Background: an optimization exercise with open tools, aiming at small area, a short achievable clock period and few clock cycles per item. Do not read the settings as production practice. No functional check of the RTL was part of any run shown here. No activity file was given, so power comes from the tool's default toggle rates.

## flow/design.v (module list and top-level ports; edited modules follow where they fit)
// module ysyx_041461_CSA: 10 lines
// module ysyx_041461_PGn: 11 lines
// module ysyx_041461_PGp: 11 lines
// module ysyx_041461_HA: 9 lines
// module ysyx_041461_MUL: 1801 lines
module ysyx_041461_MUL(
    input  wire   [0:0]  clk             ,
    input  wire   [0:0]  rst             ,
    input  wire   [0:0]  MUL_valid_in    ,
    input  wire   [1:0]  MUL_signed      ,
    input  wire   [63:0] MUL_multiplicand,
    input  wire   [63:0] MUL_multiplier  ,
    output wire   [0:0]  MUL_valid_out   ,
    output wire   [63:0] MUL_result_hi   ,
    output wire   [63:0] MUL_result_lo
);
  // ...
==> flow/run.sh <==
#!/bin/bash
# synth_recipe.tcl (not shown) runs the flow's synth.tcl, then flattens the netlist and writes it again
# the make line also repeats each setting of config.mk as NAME=value (left out here)
make -C /OpenROAD-flow-scripts/flow DESIGN_CONFIG=/design/flow/config.mk WORK_HOME=/design/flow/orfs CLKGATE_MAP_FILE= SYNTH_SCRIPT=/design/flow/synth_recipe.tcl finish
==> flow/config.mk <==
export PLATFORM = sky130hd
export DESIGN_NAME = ysyx_041461_MUL
export DESIGN_NICKNAME = ysyx_041461_MUL
export VERILOG_FILES = /design/flow/design.v
export SDC_FILE = /design/flow/constraint.sdc
export NUM_CORES = 4
export LEC_CHECK = 0
export CAP_MARGIN = 20
export CELL_PAD_IN_SITES_DETAIL_PLACEMENT = 1
export CELL_PAD_IN_SITES_GLOBAL_PLACEMENT = 2
export CORE_MARGIN = 2
export CORE_UTILIZATION = 30
export CTS_CLUSTER_DIAMETER = 100
export CTS_CLUSTER_SIZE = 25
export SETUP_SLACK_MARGIN = 5
export SLEW_MARGIN = 20
export SYNTH_HIERARCHICAL = 1
==> flow/constraint.sdc <==
create_clock -name core_clock -period 8.0 [get_ports {clk}]
set_input_delay 1.6000 -clock core_clock [delete_from_list [all_inputs] [get_ports {clk}]]
set_output_delay 1.6000 -clock core_clock [all_outputs]
set_load 0.01 [all_outputs]
==> impl_metrics.csv, run 1 <==
group,metric,value,unit
die,die_h,277,µm
grt,grt_use_met2,38.2,%
finish,fill_cells,7739,
finish,drive_gt1_share,36.6,%
sta,period_minus_slack,3.19,ns
clocking,ctsHoldBuffers,0,
pwr,power_leader,"sequential cells",
finish,diodes,0,
sta,slew_violations,0,
setup_path,end_kind,"flip-flop",
pwr,power,4030,µW
sta,fmax,0.313,GHz
setup_path,rrSetupSlack,4.91,ns
place,placed_area,26400,µm²
run_status,status,"finished clean",
route,highest_layer,"met4",
finish,seqCellArea,6180,µm²
setup_path,r2r-end,"C[9]",
route,remaining_drc_errors,0,
clocking,h-tree-depth,1,
finish,n_all_buffers,338,
grt,track_usage,22.0,%
yosys,synthCells,2061,
clocking,clkSlewWorstSetupHoldPaths,0.10,ns
pwr,pg_seq,1770,µW
setup_path,path_common_cell,"fa_2",
setup_path,rr_startpoint,"ph[1]",
clocking,cts_made_buffers,24,
route,wl_met2,42.2,mm
sta,worst_slack,4.81,ns
grt,grt_pass1_wl,128,mm
finish,layout_common_cells,"279 x dfxtp_1, 265 x xnor2_1, 170 x a22oi_2",
place,port_buffers,261,
place,pre_cts_slack,3.34,ns
hold_path,hold_depth,0,
grt,use_met1,29.2,%
==> run 2: changes to the inputs <==
--- a/flow/design.v
+++ b/flow/design.v
@@ -60,19 +60,20 @@
         idle <= (idle & ~MUL_valid_in) | ph[10];
         ph   <= {ph[9:1], idle & MUL_valid_in};
     end
 end
 assign MUL_valid_out = ph[10];
 wire [0:0] first;
 assign first[0] = ph[1];
 wire m01_in = ~MUL_signed[1] & MUL_signed[0];
-wire [64:0] X = {MUL_signed[1] & MUL_multiplicand[63], MUL_multiplicand};
+reg [64:0] X;
 reg        m01_r, ext_r, b0_r;
 always @(posedge clk) begin
+    X     <= ph[9] ? V[72:8] : {MUL_signed[1] & MUL_multiplicand[63], MUL_multiplicand};
     m01_r <= m01_in;
     b0_r  <= MUL_multiplier[0] & ~m01_in;
     ext_r <= MUL_signed[1] & MUL_signed[0] & MUL_multiplier[63];
 end
 reg [63:0] Q;
 wire [7:0] chunk;
 always @(posedge clk) begin
     Q <= {chunk, Q[63:8]};
@@ -1128,18 +1129,19 @@
 assign V[69] = ~(hp[69] ^ pg_g230);
 assign V[70] = ~(hp[70] ^ pg_g194);
 assign V[71] = ~(hp[71] ^ pg_g231);
 assign V[72] = ~(hp[72] ^ pg_g195);
 assign V[73] = ~(hp[73] ^ pg_g232);
 wire c8_raw = ~pg_g75;
 assign chunk = V[7:0];
 wire c8 = c8_raw & ~first[0];
-reg [65:0] hi;
-always @(posedge clk) hi <= V[73:8];
+reg hi_top;
+always @(posedge clk) hi_top <= V[73];
+wire [65:0] hi = {hi_top, X};
 assign MUL_result_hi = hi[65:2];
 assign MUL_result_lo = {hi[1:0], Q[63:2]};
 wire t1, t2;
 ysyx_041461_HA ut1 (.a(s_in[0]), .b(c_in[0]), .cout(t2), .s(t1));
 wire t3, t4;
 ysyx_041461_CSA ut3 (.a(s_in[1]), .b(c_in[1]), .cin(n3_in), .cout(t4), .s(t3));
 wire t5, t6;
 ysyx_041461_HA ut5 (.a(s_in[2]), .b(c_in[2]), .cout(t6), .s(t5));
==> run 2 against run 1 <==
Compared with the run above:
- maximum frequency grew 7.6%
- die area grew 3.1%
- critical path depth grew 1
- largest power group unchanged
- synthesized cell count grew 4.5%
- setup slack gained 0.23 ns
- sequential share of layout area grew 1.8 points
- sequential power is essentially flat
- sequential cell count is the same
- clock skew shrank 0.017 ns
- combinational power shrank 16%
- highest routed layer unchanged
==> impl_metrics.csv, run 2 <==
group,metric,value,unit
run_status,status,"finished clean",
setup_path,reg2reg_depth,8,
route,remaining_drc_errors,0,
clocking,insertion_delay,0.58,ns
finish,reg_top3,"C (75), S (75), X (65)",
grt,grt_overflow,0,
setup_path,path_common_cell,"fa_1",
hold_path,worstHoldStart,"Q[49]",
grt,track_usage,21.1,%
route,route.vias.total,17300,
setup_path,end_kind,"flip-flop",
route,first_pass_iters,5,
finish,nets,2793,
grt,grt_pass1_wl,127,mm
setup_path,cp_cell_sequence,"buf_12 > and2_4 > buf_16 > buf_4 > a22o_1 > fa_1 > fa_1 > fa_1",
route,antenna_left,0,
hold_path,hold_depth,0,
setup_path,rrSetupSlack,5.03,ns
place,placed_area,26300,µm²
clocking,cts_made_buffers,23,
clocking,clockRootBuffer,"clkbuf_16",
job,max_cap_violations,0,
sta,slew_violations,0,
pwr,max-vdd-ir-drop,0.137,mV
grt,grt_max_degree,67,
clocking,ctsHoldBuffers,0,
finish,stdcell_area,27900,µm²
die,die_h,281,µm
yosys,synthCells,2153,
pwr,p_leak,0.0106,µW
sta,relSlewSlack,40.8,%
route,viasPerCell,5.16,
setup_path,slowest_stage,"fa_1",
finish,layout_common_cells,"334 x xnor2_1, 288 x a22oi_1, 256 x fa_1",
clocking,h-tree-depth,1,
clocking,cts_tree,"done",
yosys,yosys_warnings,7,
place,port_buffers,261,
sta,period_minus_slack,2.97,ns
finish,drive_gt1_share,20.0,%
setup_path,required,8.43,ns
finish,area_growth,21.5,%
setup_path,startpoint_type,"flip-flop",
route,wirelength,84.7,mm
die,rows,101,
place,hpwl,60.4,mm
sta,finalSetupViolations,0,
grt,antenna_found_initial,0,
route,wl_per_cell,25.2,µm
sta,fin_worst_skew,0.0310,ns
finish,layout_commonest_cell,"xnor2_1",
sta,worstMarginPinSlew,0.886,ns
setup_path,worst-path-max-fanout,13,
place,gp_congestion,0.827,
route,drt_iter0_drc,865,
clocking,clockBufferDepth,3,
setup_path,arrival,3.40,ns
setup_path,rr_startpoint,"ph[1]",
finish,diodes,0,
sta,period_share,37.1,%
setup_path,setup.worst_path.start,"ph[1]",
sta,hold_slack,0.327,ns
sta,hold_violations,0,
sta,fmax,0.337,GHz
die,core-area,75900,µm²
sta,rsz0062_at_grt,"false",
sta,tns,0,ns
die,die_w,281,µm
die,start_util,30.3,%
die,die_area,78900,µm²
setup_path,crit_type,"reg2reg",
clocking,cts.sinks,304,
hold_path,hp-class,"reg2reg",
pwr,cellPowerDensity,137,nW/µm²
die,pin_count,262,
yosys,syn_area,23000,µm²
yosys,avgSynthCellArea,10.7,µm²
clocking,clkSlewWorstSetupHoldPaths,0.10,ns
grt,grt_pass1_vias,19400,
setup_path,slowest_delay,0.53,ns
[run 2: cell count changes in the layout (fill, tap and decap cells not counted), sizes merged, moves of 4 or more]
| cell | change |
|---|---|
| xor2 | -20 |
| mux2 | +44 |
| a21oi | +20 |
| clkinv | +5 |
| buf | -75 |
| xnor2 | +20 |
| nor2 | +20 |
| clkdlybuf4s50 | +65 |
| inv | -10 |
| a22oi | +4 |
| a21o | -4 |
[run 2: repair_timing]
| item | 4_1_cts | 5_1_grt |
|---|---|---|
| setup endpoints to repair | 274 | 63 |
| gates resized for setup | 290 | 20 |
| pin swaps | 0 | 7 |
| gates cloned | 3 | 3 |
| setup buffers | 30 | 13 |
[run 2: stage by stage]
| stage | total power (µW) | utilization (%) | setup slack (ns) | std cells |
|---|---|---|---|---|
| floorplan | 2180 | - | 5.04 | 2157 |
| global placement | 2570 | 34.6 | 4.20 | 3270 |
| detailed placement | 2590 | 34.6 | 4.19 | 3270 |
| CTS | 3880 | 36.5 | 4.92 | 3342 |
| global route | 4000 | 36.8 | 4.99 | 3358 |
| finish | 3820 | 36.8 | 5.03 | 3358 |
[run 2: worst paths after layout]
kind                               to
worst min-delay path            Q[41]
worst min register to register  Q[41]
max in group asynchronous       ph[9]
worst max-delay path            C[55]
min in group asynchronous       ph[2]
worst max register to register  C[55]
[run 2: critical path, delay by kind of cell (launching register included)]
| family | cells | cell delay (ns) |
|---|---|---|
| flip-flops | 1 | 0.45 |
| buffers and inverters | 3 | 0.50 |
| AND/OR/NAND/NOR | 1 | 0.17 |
| adder cells (fa/ha/maj) | 3 | 1.47 |
| AO/OA/AOI/OAI | 1 | 0.22 |
[run 2: area by class of cell]
| type | count | area [µm²] |
|---|---|---|
| clock buffers | 23 | 576 |
| fillers | 8286 | 48000 |
| repair buffers | 327 | 3270 |
| well taps | 1030 | 1290 |
| flip-flops and latches | 304 | 6420 |
| clock inverters | 16 | 240 |
| inverters | 24 | 93.8 |
| multi-input cells | 1634 | 16100 |
[run 2: power by group]
part           switching [µW]  internal [µW]
clock network             687            629
registers                 129           1630
logic                     402            335
[run 2: routing by layer]
layer  up-vias  GRT usage [%]  part of all wire, %
li1       7760              -                    -
met1      9057           28.1                   45
met2       390           37.0                   50
met3       109           1.78                  3.1
met4         0           4.92                  2.5
met5         -              0                    0
